From an optimization exercise on the open Yosys and OpenROAD flow, aimed at small area, a short achievable clock period and few clock cycles per item; shortcuts taken in it are not production practice.
Where RTL was checked, it was by simulation tests only, not by an equivalence proof against the original.

## Milestone1_convert
module Milestone1_convert (
	input  logic          Clock,
	input  logic          Resetn,
	input  logic          Enable,
	input  logic   [15:0] SRAM_read_data,
	input  logic          redo,
	output logic          SRAM_we_n,
	output logic   [17:0] SRAM_address,
	output logic   [15:0] SRAM_write_data,
	output logic          Finish
);
Size: about 2200 cells after synthesis, ~450 flip-flops, about 56 I/O pins, about 24000 µm² of cells after synthesis.
Settings: LEC_CHECK=0, CAP_MARGIN=20, CORE_MARGIN=2, CORE_UTILIZATION=40, CTS_CLUSTER_DIAMETER=70, CTS_CLUSTER_SIZE=36, SLEW_MARGIN=20, SYNTH_HIERARCHICAL=1; clock period 14.0 ns.
run.sh (not shown) runs the stock make flow with config.mk's settings and CLKGATE_MAP_FILE= SYNTH_SCRIPT=/design/flow/synth_recipe.tcl, a recipe that flattens the netlist after the stock synthesis.
Testbench counts at the start, summed over its fixed seeds: cycles 1,547,720, frames 8.
Rerun with:
- CTS_CLUSTER_DIAMETER: 70 -> not set
- CTS_CLUSTER_SIZE: 36 -> not set
Fmax grows by 0.90%; clock-buffer cell count is higher by 40; critical path depth stays the same; final cell count rises by 1.2%; sequential cell count stays the same; routed wire length grows by 1.3%; non-clock buffer count does not change; cell area goes up by 1.7%.
Rerun with:
==> flow/flow/run.sh (new file) <==
#!/bin/bash
# Standard ORFS layout (standard.sh) with these changes in how it is made:
#  - the port buffers are buf_4 cells instead of the buffer ORFS picks
#  - clock tree: larger sink clusters, no dummy loads
#  - timing repair aims at a setup margin below the design's clock period
# The SDC, clock period and I/O constraints are the standard flow's, unchanged.
set -euo pipefail
bash standard.sh SETUP_SLACK_MARGIN=10.0 \
  "BUFFER_PORTS_ARGS=-buffer_cell sky130_fd_sc_hd__buf_4" \
  "CTS_ARGS=-sink_clustering_enable -repair_clock_nets -sink_clustering_size 36 -sink_clustering_max_diameter 70 -dont_use_dummy_load" \
  finish > orfs_make.log 2>&1
==> flow/standard.sh (new file) <==
#!/bin/bash
# synth_recipe.tcl (not shown) runs the flow's synth.tcl, then flattens the netlist and writes it again
# the make line also repeats each setting of config.mk as NAME=value (left out here)
make -C /OpenROAD-flow-scripts/flow DESIGN_CONFIG=/design/flow/config.mk WORK_HOME=/design/flow/orfs CLKGATE_MAP_FILE= SYNTH_SCRIPT=/design/flow/synth_recipe.tcl "${@:-finish}"
removed: flow/run.sh
=>
- first-iteration DRC count increases by 9.9%
- via count falls by 1.4%
- die area does not change
- clock skew went up by 31 ps
- design area decreases by 3.3%
- cell count came out lower by 2.0%
- non-clock buffer count drops by 2
- critical path depth is unchanged
Rerun with:
--- a/flow/flow/run.sh
+++ b/flow/flow/run.sh
@@ -10 +10 @@
-  "CTS_ARGS=-sink_clustering_enable -repair_clock_nets -sink_clustering_size 36 -sink_clustering_max_diameter 70 -dont_use_dummy_load" \
+  "CTS_ARGS=-sink_clustering_enable -repair_clock_nets -root_buf sky130_fd_sc_hd__clkbuf_16 -buf_list sky130_fd_sc_hd__clkbuf_8 -sink_clustering_size 18 -sink_clustering_max_diameter 50 -dont_use_dummy_load" \
The changed run finished with timing, DRC and antenna clean.
Die area is unchanged.
Hold slack is worse by 22 ps.
Fmax hardly moves.
Non-clock buffer count does not change.
Rerun with:
--- a/flow/flow/run.sh
+++ b/flow/flow/run.sh
@@ -4 +4,2 @@
-#  - clock tree: larger sink clusters, no dummy loads
+#  - clock tree: clkbuf_16 root, clkbuf_8 leaf buffers over small sink
+#    clusters, no dummy loads
@@ -6 +7,3 @@
-# The SDC, clock period and I/O constraints are the standard flow's, unchanged.
+# The SDC, clock period and I/O constraints are the standard flow's, unchanged.  ORFS
+# writes each step's log under orfs/logs; make's own output goes to
+# orfs_make.log here.
After rerunning: Core utilization is unchanged; fmax does not change; wire length is unchanged; synthesized cell count does not change; die area is unchanged; critical path depth is unchanged; cell area stays the same; via count stays the same; worst hold slack does not change; cell count stays the same.

Milestone1_convert, a different RTL version from the one above (not shown whole).
Size: roughly 440 flip-flops, about 56 I/O pins, roughly 0.026 mm^2 of cells after synthesis.
clock: 14.0 ns
lec_check: 0
cap_margin: 20
core_margin: 2
core_utilization: 40
slew_margin: 20
synth_hierarchical: 1
standard.sh (not shown) runs the stock make flow with config.mk's settings and CLKGATE_MAP_FILE= SYNTH_SCRIPT=/design/flow/synth_recipe.tcl, a recipe that flattens the netlist after the stock synthesis.
==> flow/flow/run.sh <==
#!/bin/bash
# Standard ORFS layout (standard.sh) with these changes in how it is made:
#  - the port buffers are buf_4 cells instead of the buffer ORFS picks
#  - clock tree: larger sink clusters, no dummy loads
#  - timing repair aims at a setup margin below the design's clock period
# The SDC, clock period and I/O constraints are the standard flow's, unchanged.
set -euo pipefail
bash standard.sh SETUP_SLACK_MARGIN=10.0 \
  "BUFFER_PORTS_ARGS=-buffer_cell sky130_fd_sc_hd__buf_4" \
  "CTS_ARGS=-sink_clustering_enable -repair_clock_nets -sink_clustering_size 36 -sink_clustering_max_diameter 70 -dont_use_dummy_load" \
  finish > orfs_make.log 2>&1
Then changed:
--- a/flow/flow/run.sh
+++ b/flow/flow/run.sh
@@ -6,5 +6,5 @@
 # The SDC, clock period and I/O constraints are the standard flow's, unchanged.
 set -euo pipefail
-bash standard.sh SETUP_SLACK_MARGIN=10.0 \
+bash standard.sh SETUP_SLACK_MARGIN=10.15 \
   "BUFFER_PORTS_ARGS=-buffer_cell sky130_fd_sc_hd__buf_4" \
   "CTS_ARGS=-sink_clustering_enable -repair_clock_nets -sink_clustering_size 36 -sink_clustering_max_diameter 70 -dont_use_dummy_load" \
The changed run passed the timing, design-rule and antenna checks.
Global-route usage went down by 0.35 points.
Worst hold slack loses 0.0077 ns.
Final cell count hardly moves.
Routed wire length drops by 1.1%.
Clock-buffer cell count stays the same.
Via count grows by about 0.8%.
Final area rises by about 1%.
Area after synthesis does not change.
No functional check of the RTL was part of any run of this note.

== the baseline ==
Another version of the RTL of Milestone1_convert (not shown whole).
Size: about 2200 cells after synthesis, about 470 flip-flops, ~56 I/O pins, ~26000 um2 of cells after synthesis.
export LEC_CHECK = 0
export CAP_MARGIN = 20
export CORE_MARGIN = 2
export CORE_UTILIZATION = 40
export CTS_CLUSTER_DIAMETER = 70
export CTS_CLUSTER_SIZE = 36
export SETUP_SLACK_MARGIN = 5
export SLEW_MARGIN = 20
export SYNTH_HIERARCHICAL = 1
create_clock -name core_clock -period 14.0 [get_ports {Clock}]
run.sh (not shown) runs the stock make flow with config.mk's settings and CLKGATE_MAP_FILE= SYNTH_SCRIPT=/design/flow/synth_recipe.tcl, a recipe that flattens the netlist after the stock synthesis.
Stock flow here: none of the scripts above is used.
[inputs] the candidate vs the baseline
Settings: clearing CTS_CLUSTER_SIZE, which used to be 36; clearing SETUP_SLACK_MARGIN, which used to be 5; clearing CTS_CLUSTER_DIAMETER, which used to be 70.
==> flow/flow/run.sh (new file) <==
#!/bin/bash
# Standard ORFS layout (standard.sh) with these changes in how it is made:
#  - the port buffers are buf_4 cells instead of the buffer ORFS picks
#  - clock tree: larger sink clusters, no dummy loads
#  - timing repair aims at a setup margin below the design's clock period
# The SDC, clock period and I/O constraints are the standard flow's, unchanged.
set -euo pipefail
bash standard.sh SETUP_SLACK_MARGIN=10.0 \
  "BUFFER_PORTS_ARGS=-buffer_cell sky130_fd_sc_hd__buf_4" \
  "CTS_ARGS=-sink_clustering_enable -repair_clock_nets -sink_clustering_size 36 -sink_clustering_max_diameter 70 -dont_use_dummy_load" \
  finish > orfs_make.log 2>&1
==> flow/standard.sh (new file) <==
#!/bin/bash
# synth_recipe.tcl (not shown) runs the flow's synth.tcl, then flattens the netlist and writes it again
# the make line also repeats each setting of config.mk as NAME=value (left out here)
make -C /OpenROAD-flow-scripts/flow DESIGN_CONFIG=/design/flow/config.mk WORK_HOME=/design/flow/orfs CLKGATE_MAP_FILE= SYNTH_SCRIPT=/design/flow/synth_recipe.tcl "${@:-finish}"
removed: flow/run.sh
==> comparison <==
Reported for the baseline and the candidate, synthesized area turned out identical to the last digit. On the candidate: cell area is 1.1% lower than what the baseline gave. The global-route usage on the candidate is in line with that on the baseline. [compare] base=the baseline new=the candidate: wire length of the first global-routing pass essentially unchanged. The candidate vs. the baseline: total wire length after detailed routing went up by 380 um. Going from the baseline to the candidate, worst hold slack shows a reduction of 0.0080 ns.
Function was not checked in any run of this note: the RTL went through the layout flow alone.

Setup of 02-06:
Another version of the RTL of Milestone1_convert (not shown whole).
Size: ~2,100 cells after synthesis, about 450 flip-flops, roughly 56 I/O pins, about 0.024 sq mm of cells after synthesis.
export LEC_CHECK = 0
export CAP_MARGIN = 20
export CORE_MARGIN = 2
export CORE_UTILIZATION = 40
export SLEW_MARGIN = 20
export SYNTH_HIERARCHICAL = 1
create_clock -name core_clock -period 14.0 [get_ports {Clock}]
standard.sh (not shown) runs the stock make flow with config.mk's settings and CLKGATE_MAP_FILE= SYNTH_SCRIPT=/design/flow/synth_recipe.tcl, a recipe that flattens the netlist after the stock synthesis.
==> flow/flow/run.sh <==
#!/bin/bash
# Standard ORFS layout (standard.sh) with these changes in how it is made:
#  - the port buffers are buf_2 cells instead of the buffer ORFS picks
#  - clock tree: clkbuf_16 root, clkbuf_8 leaf buffers over small sink
#    clusters, no dummy loads
#  - timing repair aims at a setup margin below the design's clock period
# The SDC, clock period and I/O constraints are the standard flow's, unchanged.  ORFS
# writes each step's log under orfs/logs; make's own output goes to
# orfs_make.log here.
set -euo pipefail
bash standard.sh SETUP_SLACK_MARGIN=10.0 \
  "BUFFER_PORTS_ARGS=-buffer_cell sky130_fd_sc_hd__buf_2" \
  "CTS_ARGS=-sink_clustering_enable -repair_clock_nets -root_buf sky130_fd_sc_hd__clkbuf_16 -buf_list sky130_fd_sc_hd__clkbuf_8 -sink_clustering_size 18 -sink_clustering_max_diameter 50 -dont_use_dummy_load" \
  finish > orfs_make.log 2>&1
Per the final summary, 02-06 finished and its layout is clean on timing, DRC and antenna.
Testbench counts of 02-06, summed over its fixed seeds: cycles 1,547,720, frames 8.
## Diff of input files: 12-01 against 02-06
--- a/flow/config.mk
+++ b/flow/config.mk
@@ -10,2 +10,3 @@
 export CORE_UTILIZATION = 40
+export PLACE_DENSITY = 0.75
 export SLEW_MARGIN = 20
Results
Reported for 12-01 and 02-06, count of cells along the worst hold path turned out identical to the last digit. Clock-buffer cell count: 12-01 lower than 02-06. Re iteration count of the initial detailed-routing pass: 12-01 is 2 up on 02-06. Post-route cell area: 02-06 vs 12-01 — no meaningful difference. The post-synthesis to final-layout area growth was comparable across 12-01 and 02-06. The utilization was comparable across 12-01 and 02-06. 12-01 and 02-06 ended up with roughly the same share of the final layout cell area in sequential cells. Between 12-01 and 02-06, the difference in global-route usage is negligible. Re time the worst path needs with I/O delays and setup: 02-06 was lower than 12-01. In the tables for 12-01 and 02-06, routed wire length on met3 reads higher with 12-01. Global placer's final weighted congestion is lower on 12-01.

== run A ==
Milestone1_convert with an RTL version that a note above also has.
For scale: roughly 56 I/O pins, roughly 26,000 um^2 of cells after synthesis.
clock: 14.0 ns
lec_check: 0
cap_margin: 20
core_margin: 2
core_utilization: 40
cts_cluster_diameter: 70
cts_cluster_size: 44
slew_margin: 20
synth_hierarchical: 1
==> flow/flow/run.sh <==
#!/bin/bash
# Standard ORFS layout (standard.sh) with two changes in how it is made:
#  - the port buffers are buf_4 cells instead of the buffer ORFS picks
#  - timing repair aims at a setup margin below the design's clock period
# The SDC, clock period and I/O constraints are the standard flow's, unchanged.
set -euo pipefail
bash standard.sh SETUP_SLACK_MARGIN=10.0 "BUFFER_PORTS_ARGS=-buffer_cell sky130_fd_sc_hd__buf_4" finish > orfs_make.log 2>&1
Input-level comparison between run B and run A:
==> flow/flow/run.sh <==
#!/bin/bash
# Standard ORFS layout (standard.sh) with these changes in how it is made:
#  - the port buffers are buf_4 cells instead of the buffer ORFS picks
#  - clock tree: larger sink clusters, no dummy loads
#  - timing repair aims at a setup margin below the design's clock period
# The SDC, clock period and I/O constraints are the standard flow's, unchanged.
set -euo pipefail
bash standard.sh SETUP_SLACK_MARGIN=10.0 \
  "BUFFER_PORTS_ARGS=-buffer_cell sky130_fd_sc_hd__buf_4" \
  "CTS_ARGS=-sink_clustering_enable -repair_clock_nets -sink_clustering_size 36 -sink_clustering_max_diameter 70 -dont_use_dummy_load" \
  finish > orfs_make.log 2>&1
diff --git a/flow/config.mk b/flow/config.mk
--- a/flow/config.mk
+++ b/flow/config.mk
@@ -11,2 +11 @@
-export CTS_CLUSTER_DIAMETER = 70
-export CTS_CLUSTER_SIZE = 44
+export GPL_TIMING_DRIVEN = 1
--- outcome ---
Synthesis-to-finish area growth for run B: 1.4 points down relative to run A
The met1 global-route usage of run B and that of run A are within noise of each other.
Fmax: run B above run A
Setup slack: run B more than run A
In run B, fraction of area in clock buffers and inverters is lower than in run A.
Taking run A as the reference, in run B clock period minus final worst setup slack went down, critical path data arrival time ~0 delta, clock buffer count went down.
Function was not checked in any run of this note: the RTL went through the layout flow alone.

== before ==
Milestone1_convert, a different RTL version from the one above (not shown whole).
Size in the first run: about 2,200 cells after synthesis, ~56 I/O pins, roughly 0.026 mm² of cells after synthesis.
export LEC_CHECK = 0
export CAP_MARGIN = 20
export CORE_MARGIN = 2
export CORE_UTILIZATION = 40
export SLEW_MARGIN = 20
export SYNTH_HIERARCHICAL = 1
create_clock -name core_clock -period 14.0 [get_ports {Clock}]
==> flow/flow/run.sh <==
#!/bin/bash
# Standard ORFS layout (standard.sh) with these changes in how it is made:
#  - the port buffers are buf_4 cells instead of the buffer ORFS picks
#  - clock tree: larger sink clusters, no dummy loads
#  - timing repair aims at a setup margin below the design's clock period
# The SDC, clock period and I/O constraints are the standard flow's, unchanged.
set -euo pipefail
bash standard.sh SETUP_SLACK_MARGIN=10.0 \
  "BUFFER_PORTS_ARGS=-buffer_cell sky130_fd_sc_hd__buf_4" \
  "CTS_ARGS=-sink_clustering_enable -repair_clock_nets -sink_clustering_size 36 -sink_clustering_max_diameter 70 -dont_use_dummy_load" \
  finish > orfs_make.log 2>&1
Testbench counts of before, summed over its fixed seeds: cycles 1,545,808, frames 8.
--- input diff before..after ---
- CTS_CLUSTER_SIZE: unset -> 24
- CTS_CLUSTER_DIAMETER: unset -> 60
==> flow/flow/run.sh <==
#!/bin/bash
# Standard ORFS layout (standard.sh) with two changes in how it is made:
#  - the port buffers are buf_4 cells instead of the buffer ORFS picks
#  - timing repair aims at a setup margin below the design's clock period
# The SDC, clock period and I/O constraints are the standard flow's, unchanged.
set -euo pipefail
bash standard.sh SETUP_SLACK_MARGIN=10.0 "BUFFER_PORTS_ARGS=-buffer_cell sky130_fd_sc_hd__buf_4" finish > orfs_make.log 2>&1
Notes after the runs:
- On met2 track demand over resource in global routing: between before and after, it ends up higher for after.
- after ended up with a higher growth of design area from synthesis to finish than before did.
- Area occupied by registers delta (before -> after): insignificant
- In the metrics for before and after, the one carrying the lower detailed-route vias per instance is after.
- Summary of after over before: final cell count has increased, delay of the slowest cell on the worst path has remained practically unchanged.
- The cell area of after is higher than that of before.
- after finished every step from synthesis to the final layout, and the layout passed the timing, design-rule and antenna checks.
- As far as count of state elements after synthesis goes, after and before are indistinguishable; the numbers are identical.

## wip/sierra
Starting RTL as in the previous note.
Design Milestone1_convert, start of the top module:
module Milestone1_convert (
	input  logic          Clock,
	input  logic          Resetn,
	input  logic          Enable,
	input  logic   [15:0] SRAM_read_data,
	input  logic          redo,
	output logic          SRAM_we_n,
	output logic   [17:0] SRAM_address,
	output logic   [15:0] SRAM_write_data,
	output logic          Finish
);
localparam logic [1:0] T_NONE = 2'd0, T_Y = 2'd1, T_U = 2'd2, T_V = 2'd3;
localparam logic [1:0] K_NONE = 2'd0, K_EVEN = 2'd1, K_ODD = 2'd2, K_HOLD = 2'd3;
localparam logic [2:0] I_NONE = 3'd0, I_HI = 3'd1, I_LO = 3'd2, I_REP = 3'd3, I_PORT = 3'd4;
logic        run;           
logic [3:0]  nph;           
logic [7:0]  nk;            
logic        nlead;         
logic [15:0] y_addr;        
logic [17:0] u_addr;        
logic [17:0] rgb_addr;      
logic [1:0]  tag_a, tag_b, tag_c;    
logic [1:0]  kind_a, kind_b;         
logic        c_even, c_odd, c_hold, c_firv, c_ldv, c_ldu, c_ph2;
logic [2:0]  c_ins_u, c_ins_v;
logic [7:0]  y_lo;                  
logic [7:0]  y_sel;                 
logic [15:0] hu, hv;
logic [7:0]  su [0:5];
logic [7:0]  sv [0:5];
logic [8:0]  up_reg, vp_reg;        
logic [7:0]  b0_save;
function automatic logic [11:0] succ(input logic [3:0] p, input logic [7:0] kk);
	logic [3:0] p2;
	logic [7:0] k2;
	p2 = p + 4'd1;
	k2 = kk;
	if (p == 4'd4) begin
		if (kk == 8'd159) p2 = 4'd5;
		else begin p2 = 4'd0; k2 = kk + 8'd1; end
	end else if (p == 4'd9) begin
		p2 = 4'd0; k2 = 8'd0;
	end
	succ = {p2, k2};
endfunction
function automatic logic [5:0] ins_of(input logic [3:0] p, input logic [7:0] kk);
	logic [2:0] iu, iv;
	iu = I_NONE;
	iv = I_NONE;
  ...
==> flow/config.mk <==
export PLATFORM = sky130hd
export DESIGN_NAME = Milestone1_convert
export DESIGN_NICKNAME = Milestone1_convert
export VERILOG_FILES = /design/flow/design.v
export SDC_FILE = /design/flow/constraint.sdc
export NUM_CORES = 4
export LEC_CHECK = 0
export CAP_MARGIN = 20
export CORE_MARGIN = 2
export CORE_UTILIZATION = 40
export CTS_CLUSTER_DIAMETER = 70
export CTS_CLUSTER_SIZE = 36
export SLEW_MARGIN = 20
export SYNTH_HIERARCHICAL = 1
==> flow/constraint.sdc <==
create_clock -name core_clock -period 14.0 [get_ports {Clock}]
set_input_delay 2.8000 -clock core_clock [delete_from_list [all_inputs] [get_ports {Clock}]]
set_output_delay 2.8000 -clock core_clock [all_outputs]
set_load 0.01 [all_outputs]
==> flow/flow/run.sh <==
#!/bin/bash
# Standard ORFS layout (standard.sh) with two changes in how it is made:
#  - the port buffers are buf_4 cells instead of the buffer ORFS picks
#  - timing repair aims at a setup margin below the design's clock period
# The SDC, clock period and I/O constraints are the standard flow's, unchanged.
set -euo pipefail
bash standard.sh SETUP_SLACK_MARGIN=10.0 "BUFFER_PORTS_ARGS=-buffer_cell sky130_fd_sc_hd__buf_4" finish > orfs_make.log 2>&1
Testbench counts of wip/sierra, summed over its fixed seeds: cycles 1,545,808, frames 8.
Inputs modified between wip/sierra and wip/garnet:
-- flow/config.mk --
<<< wip/sierra, line 11
export CTS_CLUSTER_DIAMETER = 70
export CTS_CLUSTER_SIZE = 36
>>> wip/garnet, line 11
export CTS_BUF_LIST = sky130_fd_sc_hd__clkbuf_8
Findings:
Smallest setup slack after layout (lower): wip/garnet. Lower mean number of vias per cell was reported by wip/garnet, not wip/sierra. Going from wip/sierra to wip/garnet, wire length grows by 1.7%.
## Diff of input files: wip/pepper against wip/garnet
-- flow/flow/run.sh --
<<< wip/garnet, line 7
bash standard.sh SETUP_SLACK_MARGIN=10.0 "BUFFER_PORTS_ARGS=-buffer_cell sky130_fd_sc_hd__buf_4" finish > orfs_make.log 2>&1
>>> wip/pepper, line 7
bash standard.sh SETUP_SLACK_MARGIN=9.6 "BUFFER_PORTS_ARGS=-buffer_cell sky130_fd_sc_hd__buf_4" finish > orfs_make.log 2>&1
-- flow/config.mk --
<<< wip/garnet, line 11
export CTS_BUF_LIST = sky130_fd_sc_hd__clkbuf_8
>>> wip/pepper, line 11
export CTS_CLUSTER_DIAMETER = 60
export CTS_CLUSTER_SIZE = 24
[summary]
- Re hold violation total from the final report: no difference whatsoever between wip/pepper and wip/garnet.
- Compared with wip/garnet, in wip/pepper ratio of routed vias to standard cells rose about 1.5%, die outline area about even.
- Global-route wire length before repair, wip/pepper vs wip/garnet: down slightly
- Compared with wip/garnet, in wip/pepper layout buffering overhead excluding clock cells shows no meaningful change, worst setup skew after layout picked up an extra 0.0094 ns, total length of routed wires moved down.
Input changes introduced in wip/yarrow (baseline for comparison: wip/pepper):
-- flow/flow/run.sh --
<<< wip/pepper, line 7
bash standard.sh SETUP_SLACK_MARGIN=9.6 "BUFFER_PORTS_ARGS=-buffer_cell sky130_fd_sc_hd__buf_4" finish > orfs_make.log 2>&1
>>> wip/yarrow, line 7
bash standard.sh SETUP_SLACK_MARGIN=10.0 "BUFFER_PORTS_ARGS=-buffer_cell sky130_fd_sc_hd__buf_4" finish > orfs_make.log 2>&1
-- flow/config.mk --
<<< wip/pepper, line 11
export CTS_CLUSTER_DIAMETER = 60
export CTS_CLUSTER_SIZE = 24
>>> wip/yarrow, line 11
## What came out
wip/yarrow vs wip/pepper, instance count: wip/yarrow higher. Run comparison: wip/yarrow capture point of the worst path Finish; wip/pepper capture point of the worst path g_h[8]$_DFF_P_. The run showing the greater shortest period the worst path allows is wip/pepper. Final cycle utilization of the critical path is lower on wip/yarrow. For clock latency of the later-clocked register in the worst-skew pair, wip/yarrow and wip/pepper come out practically identical. On utilization after layout: wip/yarrow sits above wip/pepper. Between wip/pepper and wip/yarrow, the flow reports non-clock buffer count increasing by a few percent. Wire length of wip/yarrow is on par with wip/pepper.

[re-timing with driven ports]
How much do the figures lean on ideal ports? The routed layouts below were timed once more, with nothing changed but the port constraints.
Step 1 sets driving cells, clkbuf_16 on the clock port and buf_2 on the other inputs (assumed; they add their load-dependent delay and slew).
Step 2 adds t to the input delays and takes it off the output delays; t is the mean of the earliest and latest rising clock arrival at the registers after step 1. Input paths then give back, and output paths get back, about the clock's delay inside the block.
Slacks: no drivers / after step 1 / after step 2; pairs: no drivers / after step 1.
run	shift t [ns]	setup slack, ns	worst setup path at the end	worst register clock-pin slew, ns
the first run of note 1	0.651	9.657 / 9.600 / 9.767	register to register	0.12 / 0.12
the second run of note 1	0.630	9.695 / 9.639 / 9.785	register to register	0.06 / 0.06
the third run of note 1	0.638	10.097 / 10.035 / 10.307	register to register	0.12 / 0.12
the fourth run of note 1	0.595	10.101 / 10.041 / 10.294	register to register	0.10 / 0.10
the fifth run of note 1	0.595	10.101 / 10.041 / 10.294	register to register	0.10 / 0.10
the first run of note 2	0.641	10.053 / 9.992 / 10.075	register to register	0.12 / 0.12
the second run of note 2	0.637	10.092 / 10.034 / 10.107	register to register	0.12 / 0.12
the baseline	0.648	9.372 / 9.372 / 9.372	register to register	0.12 / 0.12
the candidate	0.636	10.083 / 10.027 / 10.096	register to register	0.11 / 0.11
02-06	0.576	10.185 / 10.126 / 10.213	register to register	0.10 / 0.10
12-01	0.584	10.152 / 10.091 / 10.290	register to register	0.10 / 0.10
run A	0.653	10.066 / 10.011 / 10.112	register to register	0.12 / 0.12
run B	0.636	10.083 / 10.027 / 10.096	register to register	0.11 / 0.11
before	0.593	10.080 / 10.021 / 10.123	register to register	0.11 / 0.11
after	0.629	10.090 / 10.031 / 10.159	register to register	0.09 / 0.09
wip/sierra	0.613	10.084 / 10.026 / 10.168	register to register	0.11 / 0.11
wip/garnet	0.707	10.027 / 9.974 / 10.103	register to register	0.07 / 0.07
wip/pepper	0.629	9.835 / 9.835 / 9.835	register to register	0.09 / 0.09
wip/yarrow	0.651	10.066 / 10.010 / 10.171	register to register	0.06 / 0.06
After both steps every run listed still meets setup and hold.
